This design comes from an exercise in tuning for small area and a short achievable clock period on the open sky130 flow, not from production work. The RTL was checked by simulation tests, not by an equivalence proof against the original design. No activity file was given, so power comes from the tool's default toggle rates.

==> flow/design.v <==
module array_multiplier_product_row #(
    parameter DATA_WIDTH = 32
) (
    input  logic [DATA_WIDTH - 1:0] and_product_i,
    input  logic [DATA_WIDTH - 2:0] partial_product_i,
    input  logic                    prev_carry_i,
    output logic [DATA_WIDTH - 2:0] result_o,
    output logic                    product_bit_o,
    output logic                    carry_o
);
    logic carry;
    assign {carry, result_o[DATA_WIDTH - 3:0], product_bit_o} = and_product_i[DATA_WIDTH - 2:0] + partial_product_i[DATA_WIDTH - 2:0];
    assign {carry_o, result_o[DATA_WIDTH - 2]} = prev_carry_i + carry + and_product_i[DATA_WIDTH - 1];
endmodule
module pipelined_array_multiplier_stage #(
    parameter DATA_WIDTH = 8,
    parameter PRODUCT_PER_STAGE = 4
) (
    input  logic  [DATA_WIDTH - 1:0]        operand_A_i,
    input  logic  [PRODUCT_PER_STAGE - 1:0] operand_B_i,
    input  logic  [DATA_WIDTH - 2:0]        last_partial_prod_i,
    input  logic                            carry_i,
    output logic                            carry_o,
    output logic [DATA_WIDTH - 2:0]         partial_product_o,
    output logic [PRODUCT_PER_STAGE - 1:0]  final_result_bits_o
);
    logic [PRODUCT_PER_STAGE - 1:0][DATA_WIDTH - 1:0] and_product;
        always_comb begin : and_product_generation
            for (int i = 0; i < PRODUCT_PER_STAGE; ++i) begin 
                for (int j = 0; j < DATA_WIDTH; ++j) begin
                    and_product[i][j] = operand_A_i[j] & operand_B_i[i];
                end              
            end
        end : and_product_generation
    logic [PRODUCT_PER_STAGE - 1:0][DATA_WIDTH - 1:0] partial_product;
    logic [PRODUCT_PER_STAGE - 1:0] carry_next;
    genvar i;
    generate
        for (i = 0; i < PRODUCT_PER_STAGE; ++i) begin 
            if (i == 0) begin
                array_multiplier_product_row #(DATA_WIDTH) multiplier_row (
                    .and_product_i     ( and_product[0][DATA_WIDTH - 1:0]     ),
                    .partial_product_i ( last_partial_prod_i                  ),
                    .prev_carry_i      ( carry_i                              ),
                    .result_o          ( partial_product[0][DATA_WIDTH - 1:1] ),
                    .product_bit_o     ( final_result_bits_o[0]               ),
                    .carry_o           ( carry_next[0]                        ) 
                );
            end else begin
                array_multiplier_product_row #(DATA_WIDTH) multiplier_row (
                    .and_product_i     ( and_product[i]                           ),
                    .partial_product_i ( partial_product[i - 1][DATA_WIDTH - 1:1] ),
                    .prev_carry_i      ( carry_next[i - 1]                        ),
                    .result_o          ( partial_product[i][DATA_WIDTH - 1:1]     ),
                    .product_bit_o     ( final_result_bits_o[i]                   ),
                    .carry_o           ( carry_next[i]                            ) 
                );      
            end
        end
    endgenerate
    assign carry_o = carry_next[PRODUCT_PER_STAGE - 1];
    assign partial_product_o = partial_product[PRODUCT_PER_STAGE - 1][DATA_WIDTH - 1:1];
endmodule
module pipelined_array_multiplier #(
    parameter DATA_WIDTH = 32,
    parameter PIPELINE_DEPTH = 8
) (
    input  logic                          clk_i,
    input  logic                          clk_en_i,
    input  logic                          rst_n_i,
    input  logic [DATA_WIDTH - 1:0]       multiplicand_i,
    input  logic [DATA_WIDTH - 1:0]       multiplier_i,
    input  logic                          data_valid_i,
    output logic [(2 * DATA_WIDTH) - 1:0] product_o,
    output logic                          data_valid_o
);
    localparam PRODUCT_PER_STAGE = DATA_WIDTH / PIPELINE_DEPTH;
    localparam PIPELINE_REG = PIPELINE_DEPTH - 1;
    localparam RESULT_WIDTH = 2 * DATA_WIDTH;
    logic [PIPELINE_REG - 1:0][DATA_WIDTH - 1:0] multiplicand_stage, multiplier_stage;
    logic [PIPELINE_REG - 1:0] data_valid_stage;
        always_ff @(posedge clk_i      ) begin : inputs_pipeline_registers
            if (!rst_n_i) begin
                for (int i = 0; i < PIPELINE_REG; ++i) begin 
                    multiplicand_stage[i] <= 'b0;
                    multiplier_stage[i] <= 'b0;
                    data_valid_stage[i] <= 1'b0;
                end
            end else if (clk_en_i) begin
                for (int i = 0; i < PIPELINE_REG; ++i) begin 
                    if (i == 0) begin 
                        multiplicand_stage[i] <= multiplicand_i;
                        multiplier_stage[i] <= multiplier_i;
                        data_valid_stage[i] <= data_valid_i;
                    end else begin 
                        multiplicand_stage[i] <= multiplicand_stage[i - 1];
                        multiplier_stage[i] <= multiplier_stage[i - 1];
                        data_valid_stage[i] <= data_valid_stage[i - 1];
                    end
                end  
            end
        end : inputs_pipeline_registers
    logic [PIPELINE_REG - 1:0] carry_stage_in, carry_stage_out;
    logic [PIPELINE_REG - 1:0][DATA_WIDTH - 2:0] partial_product_stage_in, partial_product_stage_out;
    logic [PIPELINE_REG - 1:0][PRODUCT_PER_STAGE - 1:0] result_bits; 
    logic [PIPELINE_REG - 1:0][PIPELINE_REG - 1:0][PRODUCT_PER_STAGE - 1:0] result_bits_stage;
        always_ff @(posedge clk_i      ) begin
            if (!rst_n_i) begin
                for (int i = 0; i < PIPELINE_REG; ++i) begin 
                    carry_stage_out[i] <= 1'b0;
                    partial_product_stage_out[i] <= 'b0;
                end
            end else if (clk_en_i) begin
                for (int i = 0; i < PIPELINE_REG; ++i) begin 
                    carry_stage_out[i] <= carry_stage_in[i];
                    partial_product_stage_out[i] <= partial_product_stage_in[i];
                end
            end
        end
        always_ff @(posedge clk_i      ) begin : final_bits_pipeline_network
            if (!rst_n_i) begin
                for (int i = 0; i < PIPELINE_REG; ++i) begin
                    for (int j = i; j < PIPELINE_REG; ++j) begin
                        result_bits_stage[i][j] <= 'b0;
                    end
                end
            end else if (clk_en_i) begin
                for (int i = 0; i < PIPELINE_REG; ++i) begin
                    for (int j = i; j < PIPELINE_REG; ++j) begin
                        if (i == j) begin 
                            result_bits_stage[i][j] <= result_bits[i];
                        end else begin 
                            result_bits_stage[i][j] <= result_bits_stage[i][j - 1];
                        end
                    end
                end
            end
        end : final_bits_pipeline_network
    genvar i;
    generate 
        for (i = 0; i < PIPELINE_DEPTH; ++i) begin
            if (i == 0) begin 
                pipelined_array_multiplier_stage #(DATA_WIDTH, PRODUCT_PER_STAGE) pipeline_stage (
                    .operand_A_i         ( multiplicand_i                        ),
                    .operand_B_i         ( multiplier_i[PRODUCT_PER_STAGE - 1:0] ),
                    .last_partial_prod_i ( 'b0                                   ),
                    .carry_i             ( 1'b0                                  ),
                    .carry_o             ( carry_stage_in[0]                     ),
                    .partial_product_o   ( partial_product_stage_in[0]           ),
                    .final_result_bits_o ( result_bits[0]                        )
                );
            end else if (i == (PIPELINE_DEPTH - 1)) begin
                pipelined_array_multiplier_stage #(DATA_WIDTH, PRODUCT_PER_STAGE) pipeline_stage (
                    .operand_A_i         ( multiplicand_stage[i - 1]                                             ),
                    .operand_B_i         ( multiplier_stage[i - 1][(PRODUCT_PER_STAGE * i) +: PRODUCT_PER_STAGE] ),
                    .last_partial_prod_i ( partial_product_stage_out[i - 1]                                      ),
                    .carry_i             ( carry_stage_out[i - 1]                                                ),
                    .carry_o             ( product_o[RESULT_WIDTH - 1]                                           ),
                    .partial_product_o   ( product_o[RESULT_WIDTH - 2:DATA_WIDTH]                                ),
                    .final_result_bits_o ( product_o[DATA_WIDTH - 1:DATA_WIDTH - PRODUCT_PER_STAGE]              )
                );     
            end else begin
                pipelined_array_multiplier_stage #(DATA_WIDTH, PRODUCT_PER_STAGE) pipeline_stage (
                    .operand_A_i         ( multiplicand_stage[i - 1]                                             ),
                    .operand_B_i         ( multiplier_stage[i - 1][(PRODUCT_PER_STAGE * i) +: PRODUCT_PER_STAGE] ),
                    .last_partial_prod_i ( partial_product_stage_out[i - 1]                                      ),
                    .carry_i             ( carry_stage_out[i - 1]                                                ),
                    .carry_o             ( carry_stage_in[i]                                                     ),
                    .partial_product_o   ( partial_product_stage_in[i]                                           ),
                    .final_result_bits_o ( result_bits[i]                                                        )
                );
            end
        end
    endgenerate
    assign data_valid_o = data_valid_stage[PIPELINE_REG - 1];
    logic [DATA_WIDTH - PRODUCT_PER_STAGE - 1:0] result;
        always_comb begin 
            for (int i = 0; i < PIPELINE_REG; ++i) begin 
                result[i * PRODUCT_PER_STAGE +: PRODUCT_PER_STAGE] = result_bits_stage[i][PIPELINE_REG - 1];
            end
        end
    assign product_o[DATA_WIDTH - PRODUCT_PER_STAGE - 1:0] = result;
endmodule
==> flow/run.sh <==
#!/bin/bash
# synth_recipe.tcl (not shown) runs the flow's synth.tcl, then flattens the netlist and writes it again
# the make line also repeats each setting of config.mk as NAME=value (left out here)
make -C /OpenROAD-flow-scripts/flow DESIGN_CONFIG=/design/flow/config.mk WORK_HOME=/design/flow/orfs CLKGATE_MAP_FILE= SYNTH_SCRIPT=/design/flow/synth_recipe.tcl finish
==> flow/config.mk <==
export PLATFORM = sky130hd
export DESIGN_NAME = pipelined_array_multiplier
export DESIGN_NICKNAME = pipelined_array_multiplier
export VERILOG_FILES = /design/flow/design.v
export SDC_FILE = /design/flow/constraint.sdc
export NUM_CORES = 4
export LEC_CHECK = 0
export CAP_MARGIN = 20
export CORE_MARGIN = 2
export CORE_UTILIZATION = 40
export SLEW_MARGIN = 20
==> flow/constraint.sdc <==
create_clock -name core_clock -period 11.0 [get_ports {clk_i}]
set_input_delay 2.2000 -clock core_clock [delete_from_list [all_inputs] [get_ports {clk_i}]]
set_output_delay 2.2000 -clock core_clock [all_outputs]
set_load 0.01 [all_outputs]
==> results.txt <==
==> how the worst max path moves through the flow <==
stage / to / slack, ns / depth (start not counted)
finish: product_o[62] / 0.35 / 40
detailed placement: product_o[62] / -0.02 / 37
floorplan: product_o[62] / 1.01 / 42
CTS: product_o[61] / 0.03 / 39
global route: product_o[62] / -0.11 / 44
global placement: product_o[62] / 0.03 / 37
==> critical path, delay by kind of cell (launching register included) <==
kind	cells	cell delay, ns
XOR/XNOR	3	0.45
AO/OA/AOI/OAI	17	2.97
flip-flops	1	0.33
buffers and inverters	3	0.42
adder cells (fa/ha/maj)	5	1.74
AND/OR/NAND/NOR	12	1.75
==> per-stage QoR <==
| stage | hold WS [ns] | TNS [ns] | setup slack (ns) | area (um2) | util, % |
|---|---|---|---|---|---|
| after floorplan | 0.432 | 0 | 1.01 | 75200 | - |
| after global placement | 0.454 | 0 | 0.0281 | 78800 | 42.1 |
| after detailed placement | 0.453 | -0.0185 | -0.0185 | 78800 | 42.1 |
| after CTS | 0.467 | 0 | 0.0327 | 82000 | 43.8 |
| after global routing | 0.487 | -0.135 | -0.110 | 82300 | 43.9 |
| final | 0.463 | 0 | 0.354 | 82300 | 44.0 |
==> logic make-up (layout without fill, tap and decap cells) <==
logic type	after synthesis	in the layout
flops	679	679
buf+inv	604	655
compound gates	2481	2481
xor+xnor	801	801
simple gates	3346	3346
fa+ha+maj	1058	1058
mux	564	564
other cells	0	5
==> report_power, final <==
group	switching [uW]	internal, uW	leakage [uW]
Combinational	881	665	0.0350
Sequential	81.0	2550	0.00550
Clock	1250	1760	0.00147
==> sequential cells by signal, summed over array words and instances, names as in the netlist <==
signal / count
multiplicand_stage: 224
partial_product_stage_out: 217
data_valid_stage: 7
multiplier_stage: 112
result_bits_stage: 112
carry_stage_out: 7
==> cell type report <==
class | count | area share, %
Timing Repair Buffer | 214 | 2.41
Antenna cell | 5 | 0.0152
Clock inverter | 51 | 0.923
Tap cell | 2495 | 3.79
Clock buffer | 103 | 2.79
Inverter | 287 | 1.32
Sequential cell | 679 | 16.5
Multi-Input combinational cell | 8250 | 72.2
==> placed cells by master, fill, tap and decap left out, types with 73 or more instances in the layout <==
| master | synthesis | layout |
|---|---|---|
| nor2b_1 | 116 | 115 |
| dfxtp_1 | 679 | 677 |
| and2_1 | 1015 | 1012 |
| ha_1 | 997 | 988 |
| nand2_1 | 497 | 494 |
| o21ai_0 | 465 | 453 |
| inv_1 | 286 | 286 |
| nor2_1 | 1035 | 1034 |
| buf_4 | 33 | 79 |
| a31oi_1 | 87 | 86 |
| xor2_1 | 262 | 262 |
| nor3_1 | 112 | 109 |
| a21oi_1 | 752 | 739 |
| o21bai_1 | 90 | 89 |
| o21a_1 | 113 | 113 |
| clkbuf_16 | 0 | 84 |
| clkdlybuf4s50_1 | 0 | 125 |
| nand3_1 | 154 | 153 |
| nand4_1 | 73 | 73 |
| a211oi_1 | 84 | 82 |
| xnor2_1 | 539 | 538 |
| mux2i_1 | 564 | 564 |
| a21o_1 | 484 | 484 |
| nand2b_1 | 124 | 124 |
==> timing repair <==
action,CTS,global route
endpoints found under the setup margin,7,9
buffers inserted,16,10
gates resized for setup,37,48
pin swaps,23,40
==> metal layers <==
| metal | part of all wire (%) | GRT usage [%] | wire length [um] |
|---|---|---|---|
| met1 | 46 | 25.3 | 90100 |
| met3 | 3.1 | 1.79 | 6050 |
| met4 | 3.3 | 6.62 | 6420 |
| met2 | 47 | 34.2 | 91400 |
| met5 | 0.0067 | 0 | 13 |
==> impl_metrics.py <==
metrics = {
    "place": {
        "dp_hpwl_mm": 153,
        "gp_congestion": 0.896,
        "dp.cells": 11899,
        "portBuffers": 132,
    },
    "power": {
        "p_leak_uw": 0.0420,
        "max-vdd-ir-drop_uv": 108,
        "power.total_uw": 7190,
        "pwr_density_cell_nw_per_um2": 87.3,
    },
    "worst_hold_path": {
        "worstHoldStart": "partial_product_stage_out[183]",
        "hp-class": "flip-flop to flip-flop",
        "hold_depth": 2,
        "holdPathEnd": "partial_product_stage_out[183]",
    },
    "clocking": {
        "clock_sinks": 679,
        "worstSkewPairLatency_ns": 0.74,
        "cts_buffers": 84,
        "clk_pin_slew_ns": 0.06,
        "cts_hold_buf": 0,
        "cts_root_buf": "clkbuf_16",
        "clk_path_buf_depth": 3,
        "cts-htree-levels": 3,
        "cts_tree": "built",
    },
    "timing": {
        "fin_crit_ns": 10.65,
        "hold_violations": 0,
        "finalCritPeriodShare_pct": 96.8,
        "max_slew_margin_pct": 32.7,
        "drv_slew": 0,
        "finalClockSkew_ns": 0.0618,
        "fmax_ghz": 0.0939,
        "tightest_slew_ns": 1.01,
        "setup_viol": 0,
        "rsz0062_at_grt": "true",
    },
    "setup_path": {
        "cp-end-kind": "output pin",
        "crit_path_start_kind": "flip-flop",
        "slowest_delay_ns": 0.53,
        "r2r_cells": 36,
        "cp.arrival_ns": 8.45,
        "crit_type": "flip-flop to output pin",
        "r2r_slack_ns": 1.35,
        "cp-startpoint": "multiplier_stage[220]",
        "reg2reg_from": "multiplier_stage[76]",
        "timing.rr.end": "partial_product_stage_out[123]",
        "critPathMaxFanout": 26,
        "crit_slowest_cell": "fa_1",
        "required_ns": 8.80,
    },
    "yosys": {
        "synth_seq_area_share_pct": 18.1,
        "synth.avg_cell_area_um2": 7.88,
        "synth_most_common_cell": "nor2_1",
        "synth.largest_area_cell": "dfxtp_1",
        "synth-simple-area-share_pct": 22.5,
        "synth-edff-count": 0,
        "synth_xor_area_share_pct": 9.33,
        "synth.area.top_cells": "dfxtp_1 18%, ha_1 17%, and2_1 8.4%",
        "synth_cell_types": 80,
        "synth_area_um2": 75200,
        "syn_inst": 9533,
        "synth_common_cells": "1035 x nor2_1, 1015 x and2_1, 997 x ha_1, 752 x a21oi_1, 679 x dfxtp_1",
        "synth.area.mux_share_pct": 7.51,
        "synth_nets": 10659,
        "synth-compound-area-share_pct": 21.2,
        "synth_top_family_by_area": "simple AND/OR/NAND/NOR gates",
        "synth-adder-area-share_pct": 18.2,
        "ys.flop_type": "dfxtp_1",
        "ys_warn_count": 2,
        "synthArstFlopShare_pct": 0,
        "ys_ff_latch": 679,
        "synth_top_area_share_pct": 18.1,
    },
    "floorplanning": {
        "row_count": 159,
        "initial_core_util_pct": 40.1,
        "io_pins": 133,
        "die_w_um": 437,
        "dieArea_um2": 191000,
        "die_y_um": 437,
        "core_area_um2": 187000,
    },
    "finish": {
        "nFillCells": 18913,
        "multi_input_area_um2": 59400,
        "fin_cells": 12084,
        "drive_gt1_share_pct": 3.63,
        "register_area_um2": 13600,
        "area_delta_synth_final_pct": 9.48,
        "layout.nets": 10642,
    },
    "routing": {
        "wirelength_mm": 194,
        "drt_pass1_iterations": 6,
        "vias": 65755,
        "drcViolationCount": 0,
        "wl_per_cell_um": 16.1,
        "avgViaCountPerCell": 5.44,
        "drtAntennaViolNets": 0,
        "dr.first_iter.drc_count": 3687,
    },
    "grt": {
        "track_usage_pct": 19.6,
        "grt_max_degree": 109,
        "grt_overflow": 0,
        "antenna_found_initial": 9,
        "grt_pass1_vias": 62601,
        "grt_pass1_wl_mm": 318,
    },
    "run": {
        "drv_cap": 0,
    },
    "status": {
        "status": "finished clean",
    },
}

static timing again, ports no longer ideal:
No port has a modelled driver above. Below, the same layout with a new extraction and two added sets of constraints. Step 1: set_driving_cell puts a clkbuf_16 on clk_i and a buf_2 on each other input, an assumption about the parent block. Step 2 also shifts input and output timing later by t, the mid clock arrival at the registers, as if the neighbouring blocks saw the same clock. Slacks: ideal / step 1 / step 2; pairs: ideal / step 1.
shift t [ns]: 0.787
setup WS [ns]: 0.354 / 0.273 / 1.048
worst setup path after step 2: input to register
worst register clock-pin slew, ns: 0.07 / 0.07
worst data-port slew with drivers (ns): 0.17
After both steps this run still meets setup and hold. The setup slack of this run moves by -0.081 ns with the drivers and by +0.694 ns with both steps.
